Context: an optimization exercise on an open-source flow, tuned for small area. The choices shown serve that exercise and are no tape-out recipe. Function was checked by simulation only, so behaviour that the tests miss may differ from the original. No driver is modelled on the clock port, so clock power and skew are understated where the tree is cut down; a real chip needs a root buffer or a tree. Power figures rest on the tool's default switching activity, not on a simulated workload.

==> flow/design.v <==
module OQ1_Stopwatch(AN, Seg, Dot, CLK, Start, RESET);
  output [3:0] AN;
  output [6:0] Seg;
  output Dot;
  input CLK, Start, RESET;
  reg  [5:0] ms;
  wire       ms_fb = ms[5] ^ ms[0] ^ (ms[4:2] == 3'b101);
  wire       scan  = (ms[4:2] == 3'b000);
  always @(posedge CLK or posedge RESET)
    if (RESET) ms <= 6'h05;
    else       ms <= {ms[4:0], ms_fb};
  reg         counting;
  reg  [11:0] ds;
  wire        ds_fb = counting & (ds[11] ^ ds[9] ^ ds[0] ^ (ds[8:6] == 3'b000));
  wire        tick  = ((ds & 12'hdfb) == 12'h800);
  always @(posedge CLK or posedge RESET)
    if (RESET) begin
      counting <= 1'b0;
      ds       <= 12'h000;
    end else begin
      counting <= counting | Start;
      ds       <= {ds[10:0], ds_fb};
    end
  function [3:0] nx(input [3:0] d);
    nx = {(d[0] & d[1] & d[2]) | (d[0] & d[3]), (d[0] & d[1]), (d[0] & ~d[3]), ~(1'b0)};
  endfunction
  function is9(input [3:0] d);
    is9 = (d[0] & d[3]);
  endfunction
  function [6:0] sg(input [3:0] d);
    sg = {(d[0] & d[1] & d[2]) | (~d[1] & ~d[2] & ~d[3]), (d[0] & d[1]) | (d[1] & ~d[2]) | (d[0] & ~d[2] & ~d[3]), (d[0]) | (~d[1] & d[2]), (d[0] & ~d[1] & ~d[2]) | (~d[0] & ~d[1] & d[2]) | (d[0] & d[1] & d[2]), (~d[0] & d[1] & ~d[2]), (d[0] & ~d[1] & d[2]) | (~d[0] & d[1] & d[2]), (~d[0] & ~d[1] & d[2]) | (d[0] & ~d[1] & ~d[2] & ~d[3])};
  endfunction
  reg        pend;
  reg  [3:0] D0, D1, D2, D3;
  wire       e0 = scan & pend;
  wire       e1 = e0 & is9(D0);
  wire       e2 = e1 & is9(D1);
  wire       e3 = e2 & is9(D2);
  always @(posedge CLK or posedge RESET)
    if (RESET) begin
      pend <= 1'b0;
      D0 <= 4'b0000; D1 <= 4'b0000; D2 <= 4'b0000; D3 <= 4'b0000;
    end else begin
      pend <= tick | (pend & ~scan);
      D0 <= D0 ^ ({4{e0}} & nx(D0));
      D1 <= D1 ^ ({4{e1}} & nx(D1));
      D2 <= D2 ^ ({4{e2}} & nx(D2));
      D3 <= D3 ^ ({4{e3}} & nx(D3));
    end
  reg [1:0] sel;
  reg       dp;
  always @(posedge CLK or posedge RESET)
    if (RESET) begin
      sel <= 2'b00;
      dp  <= 1'b0;
    end else if (scan) begin
      sel <= {sel[0], ~sel[1]};
      dp  <= sel[1] | sel[0];
    end
  reg [3:0] dig;
  always @(*)
    case (sel)
      2'b00: dig = D0;
      2'b01: dig = D1;
      2'b11: dig = D2;
      default: dig = D3;
    endcase
  assign Seg = sg(dig);
  assign AN  = {~(sel == 2'b10), ~(sel == 2'b11), ~(sel == 2'b01), ~(sel == 2'b00)};
  assign Dot = dp;
endmodule
==> flow/flow/run.sh <==
#!/bin/bash
# Standard layout, with smaller port buffers, a clock tree without dummy
# loads, and the synthesized combinational cells at their smallest size.
set -euo pipefail
R=orfs/results/sky130hd/OQ1_Stopwatch/base
export BUFFER_PORTS_ARGS="-buffer_cell sky130_fd_sc_hd__buf_1"
export CTS_ARGS="-sink_clustering_enable -repair_clock_nets -dont_use_dummy_load"
bash standard.sh synth > synth.log 2>&1
cp $R/1_2_yosys.v synth_netlist_orig.v
python3 flow/downsize.py $R/1_2_yosys.v $FLOW_HOME/platforms/sky130hd/lib/sky130_fd_sc_hd__tt_025C_1v80.lib > downsize.log 2>&1
rm -f $R/1_synth.odb
bash standard.sh > layout.log 2>&1
==> flow/flow/downsize.py <==
#!/usr/bin/env python3
"""Swap each combinational cell of the synthesized netlist for the smallest
cell of the same function (same name up to the drive-strength suffix), as
timing has ample slack at the problem's period. Registers are left alone."""
import re, sys
net, lib = sys.argv[1], sys.argv[2]
dont = set(sys.argv[3].split()) if len(sys.argv) > 3 else set()
area = {}
for m in re.finditer(r'cell\s*\(\s*"?(\w+)"?\s*\)\s*\{.*?area\s*:\s*([\d.]+)', open(lib).read(), re.S):
    area[m.group(1)] = float(m.group(2))
fam = {}
for c, a in area.items():
    m = re.match(r'(sky130_fd_sc_hd__\w+?)_(\d+)$', c)
    if m and c not in dont:
        fam.setdefault(m.group(1), []).append((a, int(m.group(2)), c))
src = open(net).read()
def repl(m):
    c = m.group(1)
    b = re.match(r'(sky130_fd_sc_hd__\w+?)_(\d+)$', c)
    if not b or any(b.group(1).startswith('sky130_fd_sc_hd__' + p) for p in ('df', 'conb', 'lpflow', 'probe')):
        return m.group(0)
    best = min(fam.get(b.group(1), [(area.get(c, 1e9), 0, c)]))
    if best[0] < area.get(c, 1e9):
        return best[2] + m.group(2)
    return m.group(0)
out = re.sub(r'^\s*(sky130_fd_sc_hd__\w+)(\s)', lambda m: ' ' + repl(m).lstrip(), src, flags=re.M)
open(net, 'w').write(out)
==> flow/standard.sh <==
#!/bin/bash
# synth_recipe.tcl (not shown) runs the flow's synth.tcl, then flattens the netlist and writes it again
# the make line also repeats each setting of config.mk as NAME=value (left out here)
make -C /OpenROAD-flow-scripts/flow DESIGN_CONFIG=/design/flow/config.mk WORK_HOME=/design/flow/orfs CLKGATE_MAP_FILE= SYNTH_SCRIPT=/design/flow/synth_recipe.tcl "${@:-finish}"
==> flow/config.mk <==
export PLATFORM = sky130hd
export DESIGN_NAME = OQ1_Stopwatch
export DESIGN_NICKNAME = OQ1_Stopwatch
export VERILOG_FILES = /design/flow/design.v
export SDC_FILE = /design/flow/constraint.sdc
export NUM_CORES = 4
export LEC_CHECK = 0
export CAP_MARGIN = 20
export CORE_MARGIN = 2
export CORE_UTILIZATION = 40
export SLEW_MARGIN = 20
==> flow/constraint.sdc <==
create_clock -name core_clock -period 10.0 [get_ports {CLK}]
set_input_delay 2.0000 -clock core_clock [delete_from_list [all_inputs] [get_ports {CLK}]]
set_output_delay 2.0000 -clock core_clock [all_outputs]
set_load 0.01 [all_outputs]
==> impl_metrics.ini, run 1 <==
[detailed_routing]
remaining_drc_errors = 0
drt_iter0_drc = 48
drt_pre_antenna_iters = 4
num_vias = 990
viasPerCell = 5.03
wl_per_cell_um = 13.6
antenna_left = 0
drt_wl_total_um = 2680

[power_and_ir_drop]
power_density_mw_per_mm2 = 182
total_power_mw = 0.323
vdd_drop_max_uv = 113
total_leakage_power_nw = 0.770

[setup_path]
path_class = flop to primary output
cp_max_fo = 10
required_ns = 8.00
slowest_delay_ns = 0.64
start_kind = flop
cpMaxStageDelayCell = mux4_2
cp.arrival_ns = 2.05
endpoint_kind = primary output
crit_chain = mux4_2 > nand2b_1 > o21ai_0 > buf_1

[layout]
final_cells = 197
final_nets = 154
n_antenna_cell = 0
syn2layout_area_growth_pct = 11.6
drive_gt1_frac = 0.101

[clock_tree]
cts_tree = done
h-tree-depth = 2
cts_made_buffers = 5
holdBufCountCts = 0
clockBufferDepth = 2
cts_root_buf = clkbuf_8
path_clk_slew_ns = 0.07
cts_resized = 0
clock_sinks = 39
post_cts_buffers = 0
worstSkewPairLatency_ns = 0.29

[sta]
fin_crit_sh = 0.405
tightestPinTransition_ns = 0.701
max_freq_ghz = 0.247
fin_crit_ns = 4.05
setup_tns_ns = 0
grt_setup_unrepaired = false
finalMaxSlewViolations = 0
relSlewSlack = 0.529
setup_violations = 0
finClkSkew_ns = 0.0154
hold_violations = 0
worst_slack_ns = 5.95

[floorplanning]
chipHeight_um = 67.1
dieArea_mm2 = 0.00450
fp.dieW_um = 67.1
io_pins = 15
core_area_mm2 = 0.00374
start_util = 0.425
num_rows = 22

[global_route]
antenna_found_initial = 0
grt_pass1_vias = 1020
grtUsageMet2 = 0.238
grt_max_degree = 40
grt_util_all_layers = 0.146
grt_use_met1 = 0.170
grt_pass1_wl_um = 4640
top_usage_layer = met2
gr-total-overflow = 0
grt_util_met3 = 0.0456

[worst_hold_path]
hold_path.class = flop to flop

[synthesis]
ys_warn_count = 1
postSynthAreaPerCell_um2 = 12.1
netlist_instances = 132
netlist_area_mm2 = 0.00159
syn_nets = 135

[place]
post-dp-hpwl_um = 1920
place_ws_ns = 6.24
placed_cells = 192
numPortBuffers = 14
finalWeightedCongestion = 0.773

[outcome]
outcome = complete, no violations

[run]
drv_cap = 0
[sequential cells by signal, summed over array words and instances, names as in the netlist]
name and count:
D0 4, counting 1, D1 4, D2 4, pend 1, ms 6
dp 1, ds 12, sel 2, D3 4
[metrics by stage]
stage,instance area (um^2),hold WS [ns],utilization
after global placement,1700,0.335,0.454
final,1780,0.360,0.474
after global routing,1780,0.371,0.474
after CTS,1770,0.363,0.473
after floorplan,1590,0.331,-
after detailed placement,1700,0.347,0.454
[layer usage]
metal  vias up  routed length [um]
li1        477                   -
met1       483                1160
met2        25                1320
met3         5                 133
met4         0                  59
met5         -                   0
[critical path: cells and delay by family (launching register included)]
kind,cells,cell delay [ns]
DFF,1,0.57
buffers and inverters,1,0.17
muxes,1,0.64
and+or+nand+nor,1,0.22
AOI/OAI and AO/OA,1,0.17
[worst paths after layout]
path	start	end	slack, ns	cells past startpoint
hold reg to reg	ds[2]	ds[3]	0.36	0
setup reg to reg	ms[3]	D3[3]	7.75	4
hold / removal	ds[2]	ds[3]	0.36	0
setup / recovery	sel[0]	Seg[3]	5.95	4
max in group asynchronous	RESET	ms[0]	7.84	3
min in group asynchronous	RESET	ms[4]	1.79	3
[report_power, final]
| group | leakage (nW) | switching (mW) | total (mW) | internal (mW) |
|---|---|---|---|---|
| logic | 0.233 | 0.0129 | 0.0302 | 0.0173 |
| clock network | 0.0359 | 0.0470 | 0.0919 | 0.0449 |
| registers | 0.501 | 0.0158 | 0.200 | 0.185 |
| total | 0.770 | 0.0758 | 0.323 | 0.247 |
[cell type report]
type,instances,area (um^2)
clock buffer,5,68.8
fill,374,1970
inverter,1,3.75
multi-input combinational,89,604
sequential,39,978
tap,48,60.1
timing repair buffer,15,60.1
[placed cells by master (no fill, tap or decap)]
master,n
nand4b_1,1
nand3b_1,1
and2_1,2
mux2i_1,2
nor4b_1,1
nand3_1,5
or3_1,2
inv_1,1
nor3_1,4
nor4_2,1
buf_4,1
nand4_1,1
mux2_1,1
xor2_1,5
clkbuf_8,5
nand2_1,23
o41ai_1,1
o31ai_1,1
o21ai_0,6
xnor2_1,13
mux4_2,4
dfstp_2,2
nand2b_1,7
or2_2,2
dfrtp_1,37
nor2_1,6
buf_1,14
==> inputs of run 2 (changes only) <==
--- a/flow/flow/run.sh
+++ b/flow/flow/run.sh
@@ -4,7 +4,7 @@
 set -euo pipefail
 R=orfs/results/sky130hd/OQ1_Stopwatch/base
 export BUFFER_PORTS_ARGS="-buffer_cell sky130_fd_sc_hd__buf_1"
-export CTS_ARGS="-sink_clustering_enable -repair_clock_nets -dont_use_dummy_load"
+export CTS_ARGS="-sink_clustering_enable -repair_clock_nets -dont_use_dummy_load -buf_list sky130_fd_sc_hd__clkbuf_8 -sink_clustering_size 50 -sink_clustering_max_diameter 500"
 bash standard.sh synth > synth.log 2>&1
 cp $R/1_2_yosys.v synth_netlist_orig.v
 python3 flow/downsize.py $R/1_2_yosys.v $FLOW_HOME/platforms/sky130hd/lib/sky130_fd_sc_hd__tt_025C_1v80.lib > downsize.log 2>&1
==> impl_metrics.ini, run 2 <==
[place]
post-dp-hpwl_um = 1920
finalWeightedCongestion = 0.773
placed_area_mm2 = 0.00170
placed_cells = 192
numPortBuffers = 14

[layout]
largest_register_ffs = 12
final_cells = 197
syn2layout_area_growth_pct = 11.6
largest_register = ds
n_antenna_cell = 0
largestRegisters = ds x12, ms x6
final_common_cell = dfrtp_1
utilization = 0.474
final_cell_mix = dfrtp_1, nand2_1, buf_1
drive_gt1_frac = 0.101
final_nets = 154
stdcell_area_mm2 = 0.00178

[sta]
setup_tns_ns = 0
setup_violations = 0
relSlewSlack = 0.529
holdWs_ns = 0.360
hold_violations = 0
finClkSkew_ns = 0.0154
grt_setup_unrepaired = false
fin_crit_sh = 0.405
finalMaxSlewViolations = 0
tightestPinTransition_ns = 0.701
max_freq_ghz = 0.247
fin_crit_ns = 4.05

[clock_tree]
clock_sinks = 39
cts_made_buffers = 5
cts_tree = done
post_cts_buffers = 0
holdBufCountCts = 0
worstSkewPairLatency_ns = 0.29
cts_root_buf = clkbuf_8
clockBufferDepth = 2
h-tree-depth = 2
cts_resized = 0
path_clk_slew_ns = 0.07

[setup_path]
startpoint = sel[0]
cp_max_fo = 10
required_ns = 8.00
regToRegStartpoint = ms[3]
endpoint_kind = primary output
path_class = flop to primary output
start_kind = flop
cp.arrival_ns = 2.05

[detailed_routing]
antenna_left = 0
drt_iter0_drc = 48
drt_wl_total_um = 2680
drt_pre_antenna_iters = 4
wl_per_cell_um = 13.6
viasPerCell = 5.03
remaining_drc_errors = 0
num_vias = 990

[global_route]
antenna_found_initial = 0
grt_pass1_wl_um = 4640
grt_pass1_vias = 1020
gr-total-overflow = 0
grt_util_all_layers = 0.146
grt_max_degree = 40

[floorplanning]
chipHeight_um = 67.1
io_pins = 15
start_util = 0.425
dieArea_mm2 = 0.00450
core_area_mm2 = 0.00374
fp.dieW_um = 67.1
num_rows = 22

[outcome]
outcome = complete, no violations

[synthesis]
syn_nets = 135
netlist_instances = 132
ys_warn_count = 1
postSynthAreaPerCell_um2 = 12.1
netlist_area_mm2 = 0.00159

[worst_hold_path]
hold_path.class = flop to flop
min_from = ds[2]

[power_and_ir_drop]
vdd_drop_max_uv = 113
power_density_mw_per_mm2 = 182
total_leakage_power_nw = 0.770

[run]
drv_cap = 0
run 2: area by class of cell:
class / count / area [um^2]
Multi-Input combinational cell: 89 / 604
Fill cell: 374 / 1970
Timing Repair Buffer: 15 / 60.1
Inverter: 1 / 3.75
Sequential cell: 39 / 978
Tap cell: 48 / 60.1
Clock buffer: 5 / 68.8
run 2: final timing paths:
path                                to  slack, ns  depth (start not counted)
worst min register to register   ds[3]       0.36                          0
max in group asynchronous        ms[0]       7.84                          3
worst max-delay path            Seg[3]       5.95                          4
worst max register to register   D3[3]       7.75                          4
worst min-delay path             ds[3]       0.36                          0
min in group asynchronous        ms[4]       1.79                          3
run 2: through the flow:
step                      power [mW]  worst slack (ns)
after floorplan                0.225              6.26
after global placement         0.233              6.35
after detailed placement       0.233              6.24
after CTS                      0.328              5.92
after global routing           0.342              5.79
final                          0.323              5.95
run 2: worst max-delay path, stage by stage, from the launching register on:
cell,delay (ns)
dfrtp_1,0.57
mux4_2,0.64
nand2b_1,0.22
o21ai_0,0.17
buf_1,0.17
run 2: layer usage:
layer,share of wire,GRT usage
met5,0,0
met4,0.022,0.0765
met3,0.050,0.0456
met2,0.49,0.238
met1,0.43,0.170
run 2: power breakdown:
group,internal [mW],switching [mW]
combinational,0.0173,0.0129
clock,0.0449,0.0470
sequential,0.185,0.0158
==> inputs of run 3 (changes only) <==
==> flow/flow/run.sh (replaced) <==
#!/bin/bash
# Standard layout, with smaller port buffers, a clock tree without dummy
# loads, and the synthesized combinational cells at their smallest size.
set -euo pipefail
R=orfs/results/sky130hd/OQ1_Stopwatch/base
export BUFFER_PORTS_ARGS="-buffer_cell sky130_fd_sc_hd__buf_1"
export CTS_ARGS="-sink_clustering_enable -repair_clock_nets -dont_use_dummy_load -buf_list sky130_fd_sc_hd__clkbuf_4 -sink_clustering_size 50 -sink_clustering_max_diameter 500"
bash standard.sh synth > synth.log 2>&1
cp $R/1_2_yosys.v synth_netlist_orig.v
python3 flow/downsize.py $R/1_2_yosys.v $FLOW_HOME/platforms/sky130hd/lib/sky130_fd_sc_hd__tt_025C_1v80.lib > downsize.log 2>&1
rm -f $R/1_synth.odb
bash standard.sh > layout.log 2>&1
==> impl_metrics.ini, run 3 <==
[global_route]
grt_pass1_wl_um = 4600
grt_max_degree = 40
grt_pass1_vias = 1011
antenna_found_initial = 0
grt_util_all_layers = 0.143
gr-total-overflow = 0

[place]
placed_cells = 192
numPortBuffers = 14
post-dp-hpwl_um = 1920
finalWeightedCongestion = 0.773

[power_and_ir_drop]
pwr-share-comb = 0.102
power_density_mw_per_mm2 = 170
total_leakage_power_nw = 0.757
clkPwrFrac = 0.223
seq_power_share = 0.675
total_power_mw = 0.296
switching_share = 0.240
vdd_drop_max_uv = 127
power_report.internal_total_mw = 0.225
p_sw_mw = 0.0713

[layout]
drive_gt1_frac = 0.101
final_nets = 154
largest_register = ds
largestRegisters = ds x12, ms x6
n_antenna_cell = 0
final_cells = 197
final_cell_mix = dfrtp_1, nand2_1, buf_1
largest_register_ffs = 12
syn2layout_area_growth_pct = 9.59
utilization = 0.466
final_common_cell = dfrtp_1

[floorplanning]
io_pins = 15
start_util = 0.425
core_area_mm2 = 0.00374
fp.dieW_um = 67.1
chipHeight_um = 67.1
dieArea_mm2 = 0.00450
num_rows = 22

[sta]
setup_violations = 0
holdWs_ns = 0.366
hold_violations = 0
setup_tns_ns = 0
finalMaxSlewViolations = 0
tightestPinTransition_ns = 0.701
relSlewSlack = 0.529
max_freq_ghz = 0.243
fin_crit_ns = 4.11
fin_crit_sh = 0.411
grt_setup_unrepaired = false
finClkSkew_ns = 0.0265

[detailed_routing]
antenna_left = 0
drt_wl_total_um = 2640
drt_iter0_drc = 51
viasPerCell = 4.96
drt_pre_antenna_iters = 4
remaining_drc_errors = 0
wl_per_cell_um = 13.4
num_vias = 978

[setup_path]
required_ns = 8.00
path_class = flop to primary output
endpoint_kind = primary output
cp.arrival_ns = 2.11
cp_max_fo = 10
start_kind = flop

[clock_tree]
h-tree-depth = 2
post_cts_buffers = 0
clock_sinks = 39
path_clk_slew_ns = 0.11
cts_root_buf = clkbuf_4
cts_resized = 0
holdBufCountCts = 0
clockBufferDepth = 2
worstSkewPairLatency_ns = 0.33
cts_made_buffers = 5
cts_tree = done

[outcome]
outcome = complete, no violations

[synthesis]
ys_warn_count = 1
netlist_area_mm2 = 0.00159
postSynthAreaPerCell_um2 = 12.1
syn_nets = 135
netlist_instances = 132

[worst_hold_path]
hold_path.class = flop to flop

[run]
drv_cap = 0
-- run 3: cell count changes in the layout (fill, tap and decap cells not counted) --
cell / previous run / this run
clkbuf_4: 0 / 5
clkbuf_8: 5 / 0
-- run 3: per-layer routing --
metal,share of wire,track usage,vias up
met4,0.015,0.0612,0
met3,0.042,0.0456,4
li1,-,-,480
met5,0,0,-
met2,0.50,0.236,23
met1,0.44,0.169,471
-- run 3: metrics by stage --
stage | setup slack [ns] | area (um^2)
6_report | 5.89 | 1740
5_1_grt | 5.72 | 1740
4_1_cts | 5.86 | 1740
3_5_place_dp | 6.24 | 1700
3_3_place_gp | 6.35 | 1700
2_1_floorplan | 6.26 | 1590
-- run 3: power by group through the flow --
stage | registers (mW) | clock network (mW) | logic [mW]
finish | 0.200 | 0.0661 | 0.0302
global route | 0.205 | 0.0752 | 0.0357
CTS | 0.201 | 0.0702 | 0.0308
detailed placement | 0.204 | 0 | 0.0297
global placement | 0.203 | 0 | 0.0304
floorplan | 0.198 | 0 | 0.0264
-- run 3: path summary, 6_finish.rpt --
kind	cells past startpoint	slack, ns	to	from
worst max-delay path	4	5.89	Seg[3]	sel[0]
worst min-delay path	0	0.37	ms[2]	ms[1]
worst max register to register	4	7.76	D3[3]	ms[3]
worst min register to register	0	0.37	ms[2]	ms[1]
max in group asynchronous	3	7.88	ms[0]	RESET
min in group asynchronous	3	1.74	ms[4]	RESET
-- run 3: critical path, cell delays in order, from the launching register on --
cell and delay, ns:
dfrtp_1 0.58, mux4_2 0.64, nand2b_1 0.22, o21ai_0 0.17
buf_1 0.17
-- run 3: layout make-up --
cell class	instances	area, um^2
clock buffers	5	37.5
flip-flops and latches	39	978
fillers	374	2000
inverters	1	3.75
well taps	48	60.1
multi-input cells	89	604
repair buffers	15	60.1
==> inputs of run 4 (changes only) <==
==> flow/flow/run.sh (replaced) <==
#!/bin/bash
# The standard layout with these changes:
#  - ABC maps the logic with an area-oriented script (registers untouched);
#  - the ports get buf_1 buffers;
#  - the clock reaches the registers through one clkbuf_16 instead of a tree.
set -euo pipefail
W=$PWD
R=$W/orfs/results/sky130hd/OQ1_Stopwatch/base
rm -rf $W/scripts
cp -r $FLOW_HOME/scripts $W/scripts
cp $W/flow/abc_area_only.script $W/scripts/abc_speed.script
export SCRIPTS_DIR=$W/scripts
export BUFFER_PORTS_ARGS="-buffer_cell sky130_fd_sc_hd__buf_1"
export CTS_ARGS="-sink_clustering_enable -repair_clock_nets -dont_use_dummy_load -buf_list sky130_fd_sc_hd__clkbuf_8"
export POST_CTS_TCL=$W/flow/post_cts.tcl
export CLKBUF_CELL=sky130_fd_sc_hd__clkbuf_16
bash standard.sh synth > $W/synth.log 2>&1
cp $R/1_2_yosys.v $W/synth_netlist_orig.v
python3 flow/downsize.py $R/1_2_yosys.v $FLOW_HOME/platforms/sky130hd/lib/sky130_fd_sc_hd__tt_025C_1v80.lib > $W/downsize.log 2>&1
rm -f $R/1_synth.odb
bash standard.sh > $W/layout.log 2>&1
==> flow/flow/abc_area_only.script (new file) <==
strash
dc2
dch -f
amap
topo
==> flow/flow/post_cts.tcl (new file) <==
# Replace the clock tree that CTS built with one buffer: the tree's root
# buffer drives every clock sink directly, and is sized to CLKBUF_CELL.
set block [ord::get_db_block]
set clk_net [$block findNet CLK]
set root ""
foreach it [$clk_net getITerms] {
  set inst [$it getInst]
  if {[string match "sky130_fd_sc_hd__clkbuf_*" [[$inst getMaster] getName]]} { set root $inst }
}
if {$root eq ""} { error "no clock root buffer" }
set root_net [[$root findITerm X] getNet]
# Collect the buffers below the root, breadth first.
set bufs {}
set todo [list $root_net]
while {[llength $todo]} {
  set net [lindex $todo 0]
  set todo [lrange $todo 1 end]
  foreach it [$net getITerms] {
    set inst [$it getInst]
    if {$inst eq $root || ![$it isInputSignal]} { continue }
    if {[string match "sky130_fd_sc_hd__clkbuf_*" [[$inst getMaster] getName]]} {
      lappend bufs $inst
      lappend todo [[$inst findITerm X] getNet]
    }
  }
}
foreach b $bufs {
  set out [[$b findITerm X] getNet]
  foreach it [$out getITerms] {
    if {[$it getInst] eq $b} { continue }
    $it disconnect
    $it connect $root_net
  }
  [$b findITerm A] disconnect
  [$b findITerm X] disconnect
  odb::dbInst_destroy $b
  odb::dbNet_destroy $out
}
$root swapMaster [[ord::get_db] findMaster $::env(CLKBUF_CELL)]
puts "post_cts: removed [llength $bufs] clock buffers; root [$root getName] is $::env(CLKBUF_CELL)"
estimate_parasitics -placement
detailed_placement
check_placement -verbose
report_clock_skew
==> impl_metrics.ini, run 4 <==
[outcome]
outcome = complete, no violations

[setup_path]
cp_max_fo = 8
crit_chain = clkinv_1 > nor2_1 > clkinv_1 > o32ai_1 > clkinv_1 > nor3_1 > o21bai_1 > buf_1
cpMaxStageDelayCell = dfrtp_1
path_class = flop to primary output
required_ns = 8.00
slowest_delay_ns = 0.49
start_kind = flop
crit_path_frequent_cell = clkinv_1
cp.arrival_ns = 2.46
crit_buf_inv = 4
critical-path-top-delay-family = buffers and inverters
endpoint_kind = primary output

[synthesis]
async_flop_share = 1.00
ys_warn_count = 1
postSynthAreaPerCell_um2 = 9.87
netlist_instances = 155
synth_most_common_cell = dfrtp_1
ys.flop_type = dfrtp_1
syn_nets = 158
yosysTopAreaCell = dfrtp_1
synth_common_cells = dfrtp_1, nor2_1, clkinv_1, a21oi_1, nand2_1
ys_ff_latch = 39
netlist_area_mm2 = 0.00153
synth_cell_types = 22
ys_top_cells_by_area = dfrtp_1, nor2_1, clkinv_1, a21oi_1, dfstp_2
ys_seq_area_frac = 0.639
synth_top_area_share = 0.605
synth_edf_count = 0

[global_route]
grt_util_all_layers = 0.175
grt_max_degree = 40
grt_pass1_wl_um = 4850
antenna_found_initial = 0
gr-total-overflow = 0
grt_pass1_vias = 1086

[clock_tree]
path_clk_slew_ns = 0.13
worstSkewPairLatency_ns = 0.19
clock_sinks = 39

[place]
finalWeightedCongestion = 0.805
numPortBuffers = 14
post-dp-hpwl_um = 2020

[run]
drv_cap = 0

[floorplanning]
io_pins = 15
fp.dieW_um = 65.9
chipHeight_um = 65.9
dieArea_mm2 = 0.00434
core_area_mm2 = 0.00366
start_util = 0.418
num_rows = 22

[detailed_routing]
drt_wl_total_um = 2710
drt_iter0_drc = 116
viasPerCell = 4.94
wl_per_cell_um = 12.4
remaining_drc_errors = 0
drt_pre_antenna_iters = 8
antenna_left = 0
num_vias = 1082

[sta]
setup_violations = 0
finalMaxSlewViolations = 0
grt_setup_unrepaired = false
holdWs_ns = 0.372
setup_tns_ns = 0
fin_crit_ns = 4.46
fin_crit_sh = 0.446
tightestPinTransition_ns = 0.597
relSlewSlack = 0.599
hold_violations = 0
finClkSkew_ns = 0.00661
max_freq_ghz = 0.224

[power_and_ir_drop]
total_leakage_power_nw = 0.724
power_density_mw_per_mm2 = 162
vdd_drop_max_uv = 96.8

[worst_hold_path]
hold_path.class = flop to flop

[layout]
final_common_cell = dfrtp_1
fillers = 360
syn2layout_area_growth_pct = 9.49
n_antenna_cell = 0
final_cell_mix = dfrtp_1, nor2_1, clkinv_1
drive_gt1_frac = 0.0234
largest_register_ffs = 12
largest_register = ds
final_nets = 176
largestRegisters = ds x12, ms x6
-- run 4: layout make-up --
class / instances / area [um^2] / share of cell area
repair buffers: 15 / 60.1 / 0.0358
flip-flops and latches: 39 / 978 / 0.584
well taps: 48 / 60.1 / 0.0358
inverters: 20 / 75.1 / 0.0448
multi-input cells: 96 / 477 / 0.285
clock buffers: 1 / 25.0 / 0.0149
-- run 4: final timing paths --
path | endpoint | depth (start not counted) | start | slack, ns
worst min register to register | ms[2] | 0 | ms[1] | 0.37
max in group asynchronous | ms[2] | 3 | RESET | 7.79
worst max-delay path | Seg[6] | 8 | sel[1] | 5.54
worst min-delay path | ms[2] | 0 | ms[1] | 0.37
worst max register to register | D3[3] | 10 | ms[3] | 6.97
min in group asynchronous | ms[1] | 3 | RESET | 1.86
-- run 4: per-stage QoR --
stage          cell area [um^2]  setup WS, ns   util  power, mW  cells
6_report                   1680          5.54  0.458      0.271    219
3_5_place_dp               1650          5.82  0.451      0.219    218
3_3_place_gp               1650          6.00  0.451      0.218    218
2_1_floorplan              1530          6.09      -      0.211    155
5_1_grt                    1680          5.15  0.458      0.285    219
-- run 4: layer usage --
| metal | wire length [um] | vias to the layer above | part of all wire | global-route usage |
|---|---|---|---|---|
| li1 | - | 549 | - | - |
| met1 | 1250 | 506 | 0.46 | 0.246 |
| met2 | 1320 | 23 | 0.49 | 0.283 |
| met3 | 88 | 4 | 0.033 | 0.0239 |
| met4 | 47 | 0 | 0.017 | 0.0495 |
| met5 | 0 | - | 0 | 0 |
-- run 4: where the power goes --
| part | internal (mW) | switching (mW) | total, mW |
|---|---|---|---|
| logic | 0.00811 | 0.0115 | 0.0197 |
| clock network | 0.0188 | 0.0368 | 0.0556 |
| registers | 0.182 | 0.0134 | 0.196 |
| total | 0.209 | 0.0618 | 0.271 |
-- run 4: kinds of logic (layout without fill, tap and decap cells) --
kind of cell / Yosys count / count (layout) / share of synthesized area
buffers and inverters: 20 / 36 / 0.0491
AOI/OAI and AO/OA: 33 / 33 / 0.138
DFF: 39 / 39 / 0.639
and+or+nand+nor: 63 / 63 / 0.173
==> inputs of run 5 (changes only) <==
==> flow/flow/run.sh (replaced) <==
#!/bin/bash
# The standard layout with these changes:
#  - ABC maps the logic with an area-oriented script (registers untouched);
#  - the ports get buf_1 buffers;
#  - the clock tree uses clkbuf_4 and no dummy loads, and the clock port
#    drives its leaf buffers directly.
set -euo pipefail
W=$PWD
R=$W/orfs/results/sky130hd/OQ1_Stopwatch/base
rm -rf $W/scripts
cp -r $FLOW_HOME/scripts $W/scripts
cp $W/flow/abc_area_only.script $W/scripts/abc_speed.script
export SCRIPTS_DIR=$W/scripts
export BUFFER_PORTS_ARGS="-buffer_cell sky130_fd_sc_hd__buf_1"
export CTS_ARGS="-sink_clustering_enable -repair_clock_nets -dont_use_dummy_load -buf_list sky130_fd_sc_hd__clkbuf_4 -sink_clustering_size 20"
export POST_CTS_TCL=$W/flow/post_cts.tcl
bash standard.sh synth > $W/synth.log 2>&1
cp $R/1_2_yosys.v $W/synth_netlist_orig.v
python3 flow/downsize.py $R/1_2_yosys.v $FLOW_HOME/platforms/sky130hd/lib/sky130_fd_sc_hd__tt_025C_1v80.lib > $W/downsize.log 2>&1
rm -f $R/1_synth.odb
bash standard.sh > $W/layout.log 2>&1
==> flow/flow/post_cts.tcl (replaced) <==
set block [ord::get_db_block]
set clk_net [$block findNet CLK]
set roots {}
foreach it [$clk_net getITerms] {
  if {[$it isInputSignal]} { lappend roots [$it getInst] }
}
if {[llength $roots] == 1} {
  set root [lindex $roots 0]
  if {[string match "sky130_fd_sc_hd__clkbuf_*" [[$root getMaster] getName]]} {
    set root_net [[$root findITerm X] getNet]
    set leaves {}
    set ok 1
    foreach it [$root_net getITerms] {
      set inst [$it getInst]
      if {$inst eq $root} { continue }
      if {![string match "sky130_fd_sc_hd__clkbuf_*" [[$inst getMaster] getName]]} { set ok 0 }
      lappend leaves $it
    }
    if {$ok && [llength $leaves] <= 4} {
      foreach it $leaves {
        $it disconnect
        $it connect $clk_net
      }
      [$root findITerm A] disconnect
      [$root findITerm X] disconnect
      odb::dbInst_destroy $root
      odb::dbNet_destroy $root_net
      puts "post_cts: removed the root clock buffer; the clock port drives [llength $leaves] buffers"
      if {[info exists ::env(LEAF_CELL)]} {
        foreach it $leaves {
          [$it getInst] swapMaster [[ord::get_db] findMaster $::env(LEAF_CELL)]
        }
        puts "post_cts: leaf clock buffers are $::env(LEAF_CELL)"
      }
    }
  }
}
estimate_parasitics -placement
detailed_placement
check_placement -verbose
report_clock_skew
--- a/flow/config.mk
+++ b/flow/config.mk
@@ -7,5 +7,5 @@
 export LEC_CHECK = 0
 export CAP_MARGIN = 20
 export CORE_MARGIN = 2
-export CORE_UTILIZATION = 40
+export CORE_UTILIZATION = 30
 export SLEW_MARGIN = 20
==> impl_metrics.ini, run 5 <==
[outcome]
outcome = complete, no violations

[synthesis]
ys_ff_latch = 39
synth_most_common_cell = dfrtp_1
netlist_area_mm2 = 0.00153
synth_common_cells = dfrtp_1, nor2_1, clkinv_1, a21oi_1, nand2_1
synth_cell_types = 22
yosysTopAreaCell = dfrtp_1
async_flop_share = 1.00
syn_nets = 158
netlist_instances = 155
synth_edf_count = 0
ys_top_cells_by_area = dfrtp_1, nor2_1, clkinv_1, a21oi_1, dfstp_2
ys.flop_type = dfrtp_1
postSynthAreaPerCell_um2 = 9.87
ys_seq_area_frac = 0.639
synth_top_area_share = 0.605
ys_warn_count = 1

[detailed_routing]
wl_per_cell_um = 10.8
antenna_left = 0
num_vias = 1063
drt_iter0_drc = 39
drt_wl_total_um = 2600
drt_pre_antenna_iters = 4
remaining_drc_errors = 0
viasPerCell = 4.41

[layout]
ff_latch_area_um2 = 978
fillers = 500
drive_gt1_frac = 0.0402
final_common_cell = dfrtp_1
largest_register_ffs = 12
n_antenna_cell = 0
largestRegisters = ds x12, ms x6
final_nets = 179
multi_input_area_um2 = 477
syn2layout_area_growth_pct = 11.4
largest_register = ds
final_cell_mix = dfrtp_1, nor2_1, clkinv_1

[global_route]
grt_pass1_wl_um = 4450
gr-total-overflow = 0
antenna_found_initial = 0
grt_util_all_layers = 0.104
grt_pass1_vias = 1030
grt_max_degree = 40

[clock_tree]
path_clk_slew_ns = 0.10
clock_sinks = 39
worstSkewPairLatency_ns = 0.17

[place]
finalWeightedCongestion = 0.730
numPortBuffers = 14
post-dp-hpwl_um = 1920

[floorplanning]
start_util = 0.318
fp.dieW_um = 75.4
num_rows = 25
core_area_mm2 = 0.00482
chipHeight_um = 75.4
io_pins = 15
dieArea_mm2 = 0.00569

[sta]
fin_crit_ns = 4.42
relSlewSlack = 0.576
finalMaxSlewViolations = 0
grt_setup_unrepaired = false
fin_crit_sh = 0.442
max_freq_ghz = 0.226
tightestPinTransition_ns = 0.631
finClkSkew_ns = 0.0110
setup_violations = 0
setup_tns_ns = 0
hold_violations = 0

[setup_path]
cp.arrival_ns = 2.42
required_ns = 8.00
endpoint_kind = primary output
path_class = flop to primary output
start_kind = flop
cp_max_fo = 8

[power_and_ir_drop]
power_density_mw_per_mm2 = 160
total_leakage_power_nw = 0.730
total_power_mw = 0.272
vdd_drop_max_uv = 101

[run]
drv_cap = 0

[worst_hold_path]
hold_path.class = flop to flop
[run 5: cell types whose count changed in the layout (fill, tap and decap cells not counted)]
cell,before,now
clkbuf_16,1,0
clkbuf_4,0,4
[run 5: routing by layer]
metal  up-vias  wire [um]  track usage
li1        567          -            -
met4         0          0       0.0234
met5         -          0            0
met3         0         87       0.0450
met1       486       1300        0.126
met2        10       1210        0.172
[run 5: kinds of logic after synthesis]
| family | count (synthesis) | synth area share |
|---|---|---|
| buf+inv | 20 | 0.0491 |
| simple gates | 63 | 0.173 |
| compound gates | 33 | 0.138 |
| flops | 39 | 0.639 |
[run 5: power by group]
part	switching, mW	internal, mW	leakage [nW]	total (mW)
Sequential	0.0128	0.182	0.496	0.195
Clock	0.0384	0.0192	0.0184	0.0576
Combinational	0.0113	0.00813	0.216	0.0194
Total	0.0625	0.210	0.730	0.272
[run 5: per-stage QoR]
stage	utilization	worst slack (ns)	hold slack (ns)	area (um^2)	cells
finish	0.354	5.58	0.361	1700	241
global route	0.354	5.25	0.367	1700	241
detailed placement	0.348	5.81	0.339	1670	237
global placement	0.348	5.95	0.336	1670	237
floorplan	-	6.09	0.331	1530	155
[run 5: worst max-delay path, stage by stage, from the launching register on]
cell and delay [ns]:
dfrtp_1 0.48, clkinv_1 0.12, nor2_1 0.32, clkinv_1 0.20
o32ai_1 0.34, clkinv_1 0.26, nor3_1 0.24, nor2_1 0.08
nor2_1 0.08, buf_1 0.15
[run 5: worst paths after layout]
| path | start | endpoint | slack [ns] | depth (start not counted) |
|---|---|---|---|---|
| setup / recovery | sel[1] | Seg[0] | 5.58 | 9 |
| hold / removal | ms[1] | ms[2] | 0.36 | 0 |
| setup reg to reg | ms[4] | D3[3] | 6.96 | 10 |
| hold reg to reg | ms[1] | ms[2] | 0.36 | 0 |
| max in group asynchronous | RESET | ms[2] | 7.75 | 3 |
| min in group asynchronous | RESET | sel[0] | 1.89 | 3 |
[run 5: final cells by class]
| class | instances | area share |
|---|---|---|
| Inverter | 20 | 0.0441 |
| Sequential cell | 39 | 0.574 |
| Multi-Input combinational cell | 96 | 0.280 |
| Clock buffer | 4 | 0.0176 |
| Tap cell | 67 | 0.0492 |
| Timing Repair Buffer | 15 | 0.0352 |
==> inputs of run 6 (changes only) <==
--- a/flow/flow/run.sh
+++ b/flow/flow/run.sh
@@ -12,7 +12,7 @@
 cp $W/flow/abc_area_only.script $W/scripts/abc_speed.script
 export SCRIPTS_DIR=$W/scripts
 export BUFFER_PORTS_ARGS="-buffer_cell sky130_fd_sc_hd__buf_1"
-export CTS_ARGS="-sink_clustering_enable -repair_clock_nets -dont_use_dummy_load -buf_list sky130_fd_sc_hd__clkbuf_4 -sink_clustering_size 20"
+export CTS_ARGS="-sink_clustering_enable -repair_clock_nets -dont_use_dummy_load -buf_list sky130_fd_sc_hd__clkbuf_4"
 export POST_CTS_TCL=$W/flow/post_cts.tcl
 bash standard.sh synth > $W/synth.log 2>&1
 cp $R/1_2_yosys.v $W/synth_netlist_orig.v
--- a/flow/flow/post_cts.tcl
+++ b/flow/flow/post_cts.tcl
@@ -26,12 +26,6 @@
       odb::dbInst_destroy $root
       odb::dbNet_destroy $root_net
       puts "post_cts: removed the root clock buffer; the clock port drives [llength $leaves] buffers"
-      if {[info exists ::env(LEAF_CELL)]} {
-        foreach it $leaves {
-          [$it getInst] swapMaster [[ord::get_db] findMaster $::env(LEAF_CELL)]
-        }
-        puts "post_cts: leaf clock buffers are $::env(LEAF_CELL)"
-      }
     }
   }
 }
==> impl_metrics.ini, run 6 <==
[synthesis]
ys_top_cells_by_area = dfrtp_1, nor2_1, clkinv_1, a21oi_1, dfstp_2
synth_adder_area_share = 0
synth_top_family_by_area = simple AND/OR/NAND/NOR gates
async_flop_share = 1.00
ys_warn_count = 1
synth_compound_area_frac = 0.138
yosysTopAreaCell = dfrtp_1
ys_seq_area_frac = 0.639
synthSimpleGateAreaFrac = 0.173
ys.flop_type = dfrtp_1
synth_top_area_share = 0.605
postSynthAreaPerCell_um2 = 9.87
netlist_area_mm2 = 0.00153
synth_common_cells = dfrtp_1, nor2_1, clkinv_1, a21oi_1, nand2_1
synth_edf_count = 0
netlist_instances = 155
syn_nets = 158
ys_ff_latch = 39
synthMuxAreaShare = 0
yosys.area_share.xor_xnor = 0
synth_most_common_cell = dfrtp_1
synth_cell_types = 22

[place]
numPortBuffers = 14
post-dp-hpwl_um = 1920
finalWeightedCongestion = 0.730

[sta]
holdWs_ns = 0.361
setup_violations = 0
tightestPinTransition_ns = 0.631
grt_setup_unrepaired = false
max_freq_ghz = 0.226
finalMaxSlewViolations = 0
fin_crit_sh = 0.442
fin_crit_ns = 4.42
setup_tns_ns = 0
hold_violations = 0
relSlewSlack = 0.576
finClkSkew_ns = 0.0110

[setup_path]
cp_max_fo = 8
endpoint_kind = primary output
r2r-end = D3[3]
path_class = flop to primary output
ff2ff_path_depth = 10
startpoint = sel[1]
cp.arrival_ns = 2.42
rrSetupSlack_ns = 6.96
start_kind = flop
regToRegStartpoint = ms[4]
required_ns = 8.00
endpoint = Seg[0]

[run]
drv_cap = 0

[power_and_ir_drop]
power_report.internal_total_mw = 0.210
vdd_drop_max_uv = 101
total_leakage_power_nw = 0.730
clkPwrFrac = 0.212
p_sw_mw = 0.0625
seq_power_share = 0.717
switching_share = 0.230
power_density_mw_per_mm2 = 160
pwr-share-comb = 0.071

[floorplanning]
chipHeight_um = 75.4
io_pins = 15
dieArea_mm2 = 0.00569
start_util = 0.318
core_area_mm2 = 0.00482
fp.dieW_um = 75.4
num_rows = 25

[detailed_routing]
wl_per_cell_um = 10.8
remaining_drc_errors = 0
antenna_left = 0
drt_iter0_drc = 39
drt_pre_antenna_iters = 4
viasPerCell = 4.41
num_vias = 1063
drt_wl_total_um = 2600

[clock_tree]
worstSkewPairLatency_ns = 0.17
path_clk_slew_ns = 0.10
clock_sinks = 39

[layout]
largestRegisters = ds x12, ms x6
largest_register = ds
final_common_cell = dfrtp_1
final_cell_mix = dfrtp_1, nor2_1, clkinv_1
n_antenna_cell = 0
fillers = 500
drive_gt1_frac = 0.0402
largest_register_ffs = 12
final_nets = 179
syn2layout_area_growth_pct = 11.4

[global_route]
grt_util_all_layers = 0.104
antenna_found_initial = 0
grt_pass1_vias = 1030
grt_pass1_wl_um = 4450
grt_max_degree = 40
gr-total-overflow = 0

[outcome]
outcome = complete, no violations

[worst_hold_path]
hold_path.class = flop to flop
[run 6: area by class of cell]
class | count | area (um^2) | area share
sequential | 39 | 978 | 0.574
clock buffer | 4 | 30.0 | 0.0176
timing repair buffer | 15 | 60.1 | 0.0352
tap | 67 | 83.8 | 0.0492
multi-input combinational | 96 | 477 | 0.280
inverter | 20 | 75.1 | 0.0441
[run 6: how the worst min path moves through the flow]
| stage | start | end | slack (ns) | cells past startpoint |
|---|---|---|---|---|
| after detailed placement | ds[2] | ds[3] | 0.34 | 0 |
| after global routing | ms[1] | ms[2] | 0.37 | 0 |
| final | ms[1] | ms[2] | 0.36 | 0 |
| after global placement | ms[1] | ms[2] | 0.34 | 0 |
| after floorplan | ds[2] | ds[3] | 0.33 | 0 |
[run 6: logic make-up after synthesis]
kind of cell | count (synthesis)
buf+inv | 20
compound gates | 33
simple gates | 63
flops | 39
[run 6: power groups by stage]
stage | Clock [mW] | Sequential, mW | Combinational (mW)
after floorplan | 0 | 0.195 | 0.0162
after global placement | 0 | 0.198 | 0.0195
after detailed placement | 0 | 0.198 | 0.0203
after global routing | 0.0649 | 0.199 | 0.0238
final | 0.0576 | 0.195 | 0.0194
[run 6: per-layer routing]
layer | track usage | vias up | routed length [um]
met1 | 0.126 | 486 | 1300
met2 | 0.172 | 10 | 1210
li1 | - | 567 | -
met5 | 0 | - | 0
met4 | 0.0234 | 0 | 0
met3 | 0.0450 | 0 | 87
[run 6: critical path, stage by stage, from the launching register on]
cell and delay (ns):
dfrtp_1 0.48, clkinv_1 0.12, nor2_1 0.32, clkinv_1 0.20
o32ai_1 0.34, clkinv_1 0.26, nor3_1 0.24, nor2_1 0.08
nor2_1 0.08, buf_1 0.15
[run 6: metrics by stage]
stage / power [mW] / utilization / std cells / cell area (um^2) / worst slack, ns
3_3_place_gp: 0.218 / 0.348 / 237 / 1670 / 5.95
2_1_floorplan: 0.211 / - / 155 / 1530 / 6.09
5_1_grt: 0.288 / 0.354 / 241 / 1700 / 5.25
6_report: 0.272 / 0.354 / 241 / 1700 / 5.58
3_5_place_dp: 0.219 / 0.348 / 237 / 1670 / 5.81
==> inputs of run 7 (changes only) <==
--- a/flow/design.v
+++ b/flow/design.v
@@ -11,8 +11,9 @@
     else       ms <= {ms[4:0], ms_fb};
   reg         counting;
   reg  [11:0] ds;
-  wire        ds_fb = counting & (ds[11] ^ ds[9] ^ ds[0] ^ (ds[8:6] == 3'b000));
-  wire        tick  = ((ds & 12'hdfb) == 12'h800);
+  wire        ds_g  = ds[7] ? (ds[2] & ds[4]) : (ds[2] | ~ds[4]);
+  wire        ds_fb = counting & (ds[11] ^ ds_g);
+  wire        tick  = ((ds & 12'hef7) == 12'h800);
   always @(posedge CLK or posedge RESET)
     if (RESET) begin
       counting <= 1'b0;
==> flow/flow/run.sh (replaced) <==
#!/bin/bash
# The standard layout with these changes:
#  - ABC maps the logic with area-oriented scripts (abc*.script): synthesis
#    runs once per script and the smallest netlist is kept (registers are
#    the same in every run, as ABC does not touch them);
#  - the ports get buf_1 buffers;
#  - the clock tree uses clkbuf_4 and no dummy loads, and the clock port
#    drives its leaf buffers directly (post_cts.tcl).
set -euo pipefail
W=$PWD
R=$W/orfs/results/sky130hd/OQ1_Stopwatch/base
rm -rf $W/scripts
cp -r $FLOW_HOME/scripts $W/scripts
export SCRIPTS_DIR=$W/scripts
export BUFFER_PORTS_ARGS="-buffer_cell sky130_fd_sc_hd__buf_1"
export CTS_ARGS="-sink_clustering_enable -repair_clock_nets -dont_use_dummy_load -buf_list sky130_fd_sc_hd__clkbuf_4"
export POST_CTS_TCL=$W/flow/post_cts.tcl
best=""; best_area=""
for s in $W/flow/abc*.script; do
  n=$(basename $s .script)
  cp $s $W/scripts/abc_speed.script
  rm -rf $W/orfs
  bash standard.sh synth > $W/synth_$n.log 2>&1 || continue
  a=$(awk '/Chip area for module/ {print $NF}' $W/orfs/reports/sky130hd/OQ1_Stopwatch/base/synth_stat.txt)
  echo "$n $a" >> $W/synth_areas.txt
  if [[ -z "$best" ]] || python3 -c "import sys; sys.exit(0 if $a < $best_area else 1)"; then
    best=$s; best_area=$a
  fi
done
echo "best: $best $best_area" >> $W/synth_areas.txt
cp $best $W/scripts/abc_speed.script
rm -rf $W/orfs
bash standard.sh synth > $W/synth.log 2>&1
cp $R/1_2_yosys.v $W/synth_netlist_orig.v
python3 flow/downsize.py $R/1_2_yosys.v $FLOW_HOME/platforms/sky130hd/lib/sky130_fd_sc_hd__tt_025C_1v80.lib > $W/downsize.log 2>&1
rm -f $R/1_synth.odb
bash standard.sh > $W/layout.log 2>&1
==> flow/flow/abc1.script (new file) <==
strash
dc2
dch -f
amap
topo
==> flow/flow/abc2.script (new file) <==
strash
balance
rewrite
refactor
balance
rewrite
rewrite -z
balance
refactor -z
rewrite -z
balance
dc2
dch -f
amap
topo
==> flow/flow/abc3.script (new file) <==
strash
dch
map -a
topo
==> flow/flow/abc4.script (new file) <==
strash
dc2
dch -f
map -a
topo
==> flow/flow/abc5.script (new file) <==
strash
dc2
dc2
dch
amap
topo
==> flow/flow/abc6.script (new file) <==
strash
ifraig
scorr
dc2
strash
&get -n
&dch -f
&nf -a
&put
topo
==> flow/flow/abc7.script (new file) <==
strash
dch
amap
topo
==> flow/flow/abc8.script (new file) <==
strash
balance
rewrite
refactor
balance
rewrite
rewrite -z
balance
refactor -z
rewrite -z
balance
dch
map -a
topo
--- a/flow/flow/post_cts.tcl
+++ b/flow/flow/post_cts.tcl
@@ -26,6 +26,12 @@
       odb::dbInst_destroy $root
       odb::dbNet_destroy $root_net
       puts "post_cts: removed the root clock buffer; the clock port drives [llength $leaves] buffers"
+      if {[info exists ::env(LEAF_CELL)]} {
+        foreach it $leaves {
+          [$it getInst] swapMaster [[ord::get_db] findMaster $::env(LEAF_CELL)]
+        }
+        puts "post_cts: leaf clock buffers are $::env(LEAF_CELL)"
+      }
     }
   }
 }
removed: flow/flow/abc_area_only.script
==> impl_metrics.ini, run 7 <==
[outcome]
outcome = complete, no violations

[floorplanning]
fp.dieW_um = 74.9
start_util = 0.315
dieArea_mm2 = 0.00561
core_area_mm2 = 0.00479
chipHeight_um = 74.9
io_pins = 15
num_rows = 25

[sta]
finClkSkew_ns = 0.0241
tightestPinTransition_ns = 0.605
holdWs_ns = 0.351
grt_setup_unrepaired = false
setup_violations = 0
fin_crit_sh = 0.448
fin_crit_ns = 4.48
finalMaxSlewViolations = 0
max_freq_ghz = 0.223
hold_violations = 0
setup_tns_ns = 0
relSlewSlack = 0.594

[power_and_ir_drop]
p_sw_mw = 0.0591
total_leakage_power_nw = 0.719
switching_share = 0.223
seq_power_share = 0.735
power_report.internal_total_mw = 0.206
pwr-share-comb = 0.051
power_density_mw_per_mm2 = 158
vdd_drop_max_uv = 77.0
clkPwrFrac = 0.214

[layout]
n_antenna_cell = 0
drive_gt1_frac = 0.0414
largest_register_ffs = 12
largest_register = ds
utilization = 0.352
final_cell_mix = dfrtp_1, nor2_1, clkinv_1
final_common_cell = dfrtp_1
final_nets = 174
syn2layout_area_growth_pct = 11.5
largestRegisters = ds x12, ms x6

[setup_path]
startpoint = sel[0]
required_ns = 8.00
endpoint_kind = primary output
cpMaxStageDelayCell = o32ai_1
critical-path-top-delay-family = compound AO/OA/AOI/OAI gates
crit_chain = clkinv_1 > nand2_1 > o21ai_0 > o32ai_1 > clkinv_1 > nor2_1 > nor2_1 > o21ai_0 > buf_1
regToRegStartpoint = ms[3]
cp_max_fo = 8
slowest_delay_ns = 0.50
crit_buf_inv = 3
cp.arrival_ns = 2.48
start_kind = flop
path_class = flop to primary output

[synthesis]
syn_nets = 153
netlist_area_mm2 = 0.00151
yosysTopAreaCell = dfrtp_1
synth_top_area_share = 0.614
postSynthAreaPerCell_um2 = 10.1
synth_most_common_cell = dfrtp_1
async_flop_share = 1.00
ys_warn_count = 1
synth_cell_types = 23
ys.flop_type = dfrtp_1
ys_ff_latch = 39
synth_common_cells = dfrtp_1, nor2_1, clkinv_1, a21oi_1, o21ai_0
synth_edf_count = 0
ys_seq_area_frac = 0.648
ys_top_cells_by_area = dfrtp_1, nor2_1, clkinv_1, a21oi_1, o21ai_0
netlist_instances = 150

[run]
drv_cap = 0

[detailed_routing]
wl_per_cell_um = 11.4
drt_iter0_drc = 89
drt_wl_total_um = 2700
met1Wirelength_um = 1350
antenna_left = 0
route.met2.wl_um = 1210
remaining_drc_errors = 0
viasPerCell = 4.60
drt_pre_antenna_iters = 6
wl_met3_um = 81
num_vias = 1085
top_layer_used = met4

[worst_hold_path]
min_from = ds[3]
hold_path.class = flop to flop

[clock_tree]
worstSkewPairLatency_ns = 0.17
path_clk_slew_ns = 0.11
clock_sinks = 39

[global_route]
grt_util_all_layers = 0.112
grt_pass1_vias = 1030
grt_pass1_wl_um = 4620
gr-total-overflow = 0
antenna_found_initial = 0
grt_max_degree = 40

[place]
finalWeightedCongestion = 0.748
post-dp-hpwl_um = 1960
numPortBuffers = 14
run 7: cell families (layout without fill, tap and decap cells):
| logic type | Yosys count | in the layout | synth area share |
|---|---|---|---|
| and+or+nand+nor | 57 | 57 | 0.162 |
| buffers and inverters | 17 | 36 | 0.0423 |
| DFF | 39 | 39 | 0.648 |
| AOI/OAI and AO/OA | 37 | 37 | 0.148 |
run 7: path summary, 6_finish.rpt:
| path | depth (start not counted) | endpoint | slack, ns |
|---|---|---|---|
| min | 0 | ds[4] | 0.35 |
| min reg2reg | 0 | ds[4] | 0.35 |
| max in group asynchronous | 3 | D2[2] | 7.75 |
| max | 9 | Seg[5] | 5.52 |
| max reg2reg | 13 | D3[3] | 6.88 |
| min in group asynchronous | 3 | ds[4] | 1.89 |
run 7: area by class of cell:
type	instances	area, um^2
Multi-Input combinational cell	94	467
Sequential cell	39	978
Inverter	17	63.8
Timing Repair Buffer	15	60.1
Tap cell	67	83.8
Clock buffer	4	30.0
Fill cell	480	3100
run 7: layer usage:
layer	vias to the layer above	global-route usage
li1	546	-
met4	0	0.0437
met2	15	0.165
met5	-	0
met1	519	0.152
met3	5	0.0415
run 7: power groups by stage:
stage	sequential [mW]	combinational [mW]	clock [mW]
global placement	0.198	0.0136	0
global route	0.199	0.0157	0.0667
finish	0.195	0.0135	0.0567
detailed placement	0.198	0.0139	0
floorplan	0.194	0.0108	0
run 7: worst register-to-register path, stage by stage, from the launching register on:
cell      delay [ns]
dfrtp_1         0.40
nor3_1          0.53
clkinv_1        0.28
nor2_1          0.22
nand2_1         0.12
nor2_1          0.21
nand2_1         0.13
nor2_1          0.31
and3_1          0.27
and2_0          0.23
nand2_1         0.12
clkinv_1        0.08
nand3_1         0.06
o21ai_0         0.07
run 7: through the flow:
step | cells | total power [mW] | setup WS (ns) | instance area [um^2]
after floorplan | 150 | 0.205 | 5.98 | 1510
after global placement | 232 | 0.212 | 5.88 | 1650
after detailed placement | 232 | 0.212 | 5.77 | 1650
after global routing | 236 | 0.281 | 5.19 | 1680
final | 236 | 0.265 | 5.52 | 1680
==> inputs of run 8 (changes only) <==
--- a/flow/design.v
+++ b/flow/design.v
@@ -58,15 +58,9 @@
       sel <= {sel[0], ~sel[1]};
       dp  <= sel[1] | sel[0];
     end
-  reg [3:0] dig;
-  always @(*)
-    case (sel)
-      2'b00: dig = D0;
-      2'b01: dig = D1;
-      2'b11: dig = D2;
-      default: dig = D3;
-    endcase
+  wire [3:0] an = {~(sel == 2'b10), ~(sel == 2'b11), ~(sel == 2'b01), ~(sel == 2'b00)};
+  wire [3:0] dig = (D0 & {4{~an[0]}}) | (D1 & {4{~an[1]}}) | (D2 & {4{~an[2]}}) | (D3 & {4{~an[3]}});
   assign Seg = sg(dig);
-  assign AN  = {~(sel == 2'b10), ~(sel == 2'b11), ~(sel == 2'b01), ~(sel == 2'b00)};
+  assign AN  = an;
   assign Dot = dp;
 endmodule
==> flow/flow/run.sh (replaced) <==
#!/bin/bash
# The standard layout with these changes:
#  - synthesis runs once for each ABC script flow/abc_*.script (area-oriented
#    mapping, some after ABC's &deepsyn), each in a work folder of its own,
#    and the run with the smallest netlist is kept; the runs differ only in
#    how ABC maps the logic between the registers, which it does not touch;
#  - the ports get buf_1 buffers;
#  - the clock tree uses clkbuf_4 and no dummy loads, and the clock port
#    drives its leaf buffers directly (post_cts.tcl).
set -euo pipefail
W=$PWD
R=$W/orfs/results/sky130hd/OQ1_Stopwatch/base
for s in $W/flow/abc_*.script; do
  n=$(basename $s .script)
  rm -rf $W/scripts_$n $W/orfs_$n
  cp -r $FLOW_HOME/scripts $W/scripts_$n
  cp $s $W/scripts_$n/abc_speed.script
  sed -e "s|WORK_HOME=[^ ]*|WORK_HOME=$W/orfs_$n|" -e '/^if \[\[/,$d' standard.sh > $W/standard_$n.sh
done
for s in $W/flow/abc_*.script; do
  n=$(basename $s .script)
  ( SCRIPTS_DIR=$W/scripts_$n bash $W/standard_$n.sh synth > $W/synth_$n.log 2>&1 || true ) &
  while [ $(jobs -r | wc -l) -ge ${NUM_CORES:-4} ]; do sleep 1; done
done
wait
best=""; best_area=""
for s in $W/flow/abc_*.script; do
  n=$(basename $s .script)
  f=$W/orfs_$n/reports/sky130hd/OQ1_Stopwatch/base/synth_stat.txt
  [[ -f $f && -f $W/orfs_$n/results/sky130hd/OQ1_Stopwatch/base/1_2_yosys.v ]] || continue
  a=$(awk '/Chip area for module/ {print $NF}' $f)
  echo "$n $a" >> $W/synth_areas.txt
  if [[ -z "$best" ]] || python3 -c "import sys; sys.exit(0 if $a < $best_area else 1)"; then
    best=$n; best_area=$a
  fi
done
echo "kept: $best $best_area" >> $W/synth_areas.txt
rm -rf $W/orfs $W/scripts
mv $W/orfs_$best $W/orfs
mv $W/scripts_$best $W/scripts
for s in $W/flow/abc_*.script; do
  n=$(basename $s .script)
  rm -rf $W/orfs_$n $W/scripts_$n
done
export SCRIPTS_DIR=$W/scripts
export BUFFER_PORTS_ARGS="-buffer_cell sky130_fd_sc_hd__buf_1"
export CTS_ARGS="-sink_clustering_enable -repair_clock_nets -dont_use_dummy_load -buf_list sky130_fd_sc_hd__clkbuf_4"
export POST_CTS_TCL=$W/flow/post_cts.tcl
cp $R/1_2_yosys.v $W/synth_netlist_orig.v
python3 flow/downsize.py $R/1_2_yosys.v $FLOW_HOME/platforms/sky130hd/lib/sky130_fd_sc_hd__tt_025C_1v80.lib > $W/downsize.log 2>&1
rm -f $R/1_synth.odb
bash standard.sh > $W/layout.log 2>&1
==> flow/flow/abc_a20s0.script (new file) <==
strash
&get -n
&deepsyn -T 20
&put
dch
amap
topo
==> flow/flow/abc_a20s1.script (new file) <==
strash
&get -n
&deepsyn -T 20 -S 1
&put
dch
amap
topo
==> flow/flow/abc_a20s2.script (new file) <==
strash
&get -n
&deepsyn -T 20 -S 2
&put
dch
amap
topo
==> flow/flow/abc_a20s3.script (new file) <==
strash
&get -n
&deepsyn -T 20 -S 3
&put
dch
amap
topo
==> flow/flow/abc_s31.script (new file) <==
strash
balance -l
resub -K 6 -l
rewrite -l
resub -K 6 -N 2 -l
refactor -l
resub -K 8 -l
balance -l
resub -K 8 -N 2 -l
rewrite -l
resub -K 10 -l
rewrite -z -l
resub -K 10 -N 2 -l
balance -l
resub -K 12 -l
refactor -z -l
resub -K 12 -N 2 -l
rewrite -z -l
balance -l
dch
amap
topo
==> flow/flow/abc_s8.script (new file) <==
strash
dc2
dch -f
amap
topo
removed: flow/flow/abc1.script
removed: flow/flow/abc2.script
removed: flow/flow/abc3.script
removed: flow/flow/abc4.script
removed: flow/flow/abc5.script
removed: flow/flow/abc6.script
removed: flow/flow/abc7.script
removed: flow/flow/abc8.script
==> impl_metrics.ini, run 8 <==
[place]
finalWeightedCongestion = 0.804
place_ws_ns = 6.22
post-dp-hpwl_um = 1800
placed_cells = 221
numPortBuffers = 14

[worst_hold_path]
min_path_cells = 0
hold_path.class = flop to flop

[global_route]
antenna_found_initial = 0
grt_max_degree = 40
grt_util_all_layers = 0.101
grt_pass1_vias = 933
gr-total-overflow = 0
grt_pass1_wl_um = 4220

[synthesis]
ys_top_cells_by_area = dfrtp_1, nor2_1, o22ai_1, dfstp_2, nand2_1
postSynthAreaPerCell_um2 = 10.5
async_flop_share = 1.00
synth_top_area_share = 0.632
syn_nets = 142
ys_ff_latch = 39
synth_common_cells = dfrtp_1, nor2_1, nand2_1, clkinv_1, o22ai_1
synth_cell_types = 20
netlist_area_mm2 = 0.00147
netlist_instances = 139
yosysTopAreaCell = dfrtp_1
ys_warn_count = 1
synth_edf_count = 0
ys_seq_area_frac = 0.668
synth_most_common_cell = dfrtp_1
ys.flop_type = dfrtp_1

[sta]
setup_violations = 0
holdWs_ns = 0.362
fin_crit_ns = 3.95
fin_crit_sh = 0.395
grt_setup_unrepaired = false
relSlewSlack = 0.625
max_freq_ghz = 0.253
finalMaxSlewViolations = 0
hold_violations = 0
tightestPinTransition_ns = 0.558
worst_slack_ns = 6.05
setup_tns_ns = 0
finClkSkew_ns = 0.0276

[detailed_routing]
remaining_drc_errors = 0
viasPerCell = 4.36
num_vias = 982
drt_iter0_drc = 51
drt_pre_antenna_iters = 4
drt_wl_total_um = 2500
wl_per_cell_um = 11.1
antenna_left = 0

[layout]
final_nets = 163
largestRegisters = ds x12, ms x6
largest_register_ffs = 12
largest_register = ds
final_common_cell = dfrtp_1
n_antenna_cell = 0
syn2layout_area_growth_pct = 11.9
final_cells = 225
final_cell_mix = dfrtp_1, nor2_1, nand2_1, buf_1, clkinv_1
drive_gt1_frac = 0.0443
fillers = 492

[floorplanning]
chipHeight_um = 73.9
core_area_mm2 = 0.00472
io_pins = 15
num_rows = 25
fp.dieW_um = 73.9
start_util = 0.310
dieArea_mm2 = 0.00546

[power_and_ir_drop]
power_density_mw_per_mm2 = 163
vdd_drop_max_uv = 124
power_report.internal_total_mw = 0.208
p_sw_mw = 0.0597
switching_share = 0.223
total_leakage_power_nw = 0.727
seq_power_share = 0.734
clkPwrFrac = 0.213
pwr-share-comb = 0.053

[setup_path]
cp.arrival_ns = 1.95
regToRegStartpoint = ms[3]
cp_max_fo = 6
required_ns = 8.00
slowest_delay_ns = 0.40
startpoint = sel[1]
start_kind = flop
rrSetupSlack_ns = 7.27
crit_chain = clkinv_1 > nand2_1 > o22ai_1 > nor2_1 > clkinv_1 > o21ai_0 > nor2b_1 > buf_1
path_class = flop to primary output
endpoint = Seg[1]
crit_path_frequent_cell = clkinv_1
cpMaxStageDelayCell = dfrtp_1
r2r-end = D3[1]
ff2ff_path_depth = 10
endpoint_kind = primary output

[clock_tree]
path_clk_slew_ns = 0.12
worstSkewPairLatency_ns = 0.17
clock_sinks = 39

[outcome]
outcome = complete, no violations

[run]
drv_cap = 0
run 8: changes by cell type after synthesis, sizes merged, moves of 2 or more:
| cell | previous run | this run |
|---|---|---|
| a21oi | 12 | 9 |
| and3 | 1 | 3 |
| clkinv | 17 | 11 |
| nand2 | 10 | 14 |
| nand3 | 6 | 3 |
| nor2 | 31 | 28 |
| o21ai | 12 | 6 |
| o22ai | 3 | 10 |
run 8: how the worst min path moves through the flow:
stage,from,end,slack [ns]
after floorplan,ds[3],ds[4],0.33
after global placement,ds[8],ds[9],0.33
after detailed placement,ds[8],ds[9],0.34
after global routing,ms[1],ms[2],0.38
final,ds[3],ds[4],0.36
run 8: routing by layer:
metal | track usage | wire [um] | vias to the layer above
met5 | 0 | 0 | -
met4 | 0.0242 | 10 | 0
met2 | 0.156 | 1040 | 21
met1 | 0.139 | 1310 | 439
met3 | 0.0302 | 133 | 2
li1 | - | - | 520
run 8: stage by stage:
step	cell area [um^2]	util	power (mW)
3_5_place_dp	1610	0.341	0.214
2_1_floorplan	1470	-	0.206
3_3_place_gp	1610	0.341	0.214
5_1_grt	1640	0.347	0.283
6_report	1640	0.347	0.268
run 8: critical path, delay by kind of cell, from the launching register on:
family / cells / cell delay (ns)
AND/OR/NAND/NOR: 3 / 0.59
buffers and inverters: 3 / 0.44
flip-flops: 1 / 0.40
AO/OA/AOI/OAI: 2 / 0.38
run 8: cells by family (layout without fill, tap and decap cells):
family	Yosys count	count (layout)	share of synthesized area
buffers and inverters	11	30	0.0282
and+or+nand+nor	55	55	0.160
DFF	39	39	0.668
AOI/OAI and AO/OA	34	34	0.144
run 8: final cells by class:
| type | instances | area, um^2 | share of cell area |
|---|---|---|---|
| multi-input cells | 89 | 445 | 0.272 |
| flip-flops and latches | 39 | 978 | 0.597 |
| inverters | 11 | 41.3 | 0.0252 |
| well taps | 67 | 83.8 | 0.0511 |
| repair buffers | 15 | 60.1 | 0.0366 |
| clock buffers | 4 | 30.0 | 0.0183 |
run 8: power groups by stage:
| stage | combinational, mW | clock, mW | sequential, mW |
|---|---|---|---|
| after floorplan | 0.0117 | 0 | 0.195 |
| final | 0.0141 | 0.0570 | 0.197 |
| after detailed placement | 0.0149 | 0 | 0.200 |
| after global placement | 0.0143 | 0 | 0.199 |
| after global routing | 0.0167 | 0.0667 | 0.200 |

[separate check: timing with driven ports]
In the flow no input, the clock included, has a driving cell. The finished layouts below were timed again as built, in two steps. Step 1: set_driving_cell puts a clkbuf_16 on CLK and a buf_2 on each other input, an assumption about the parent block. Step 2 moves the port delays by t, midway between the first and last clock arrival at a register: inputs arrive t later, outputs are due t later. That takes back most of the time a late clock gives input paths. Three values: ideal, step 1, step 2; two values: the first two.
run | t (ns) | slack for setup (ns) | pins driven straight from the clock port
run 1 | 0.305 | 5.948 / 5.924 / 6.229 | 1
run 2 | 0.305 | 5.948 / 5.924 / 6.229 | 1
run 3 | 0.340 | 5.890 / 5.868 / 6.208 | 1
run 4 | 0.213 | 5.539 / 5.507 / 5.721 | 1
run 5 | 0.201 | 5.583 / 5.543 / 5.744 | 4
run 6 | 0.201 | 5.583 / 5.543 / 5.744 | 4
run 7 | 0.203 | 5.522 / 5.478 / 5.681 | 4
run 8 | 0.197 | 6.045 / 6.009 / 6.206 | 4
After both steps setup and hold are still met in every run listed.
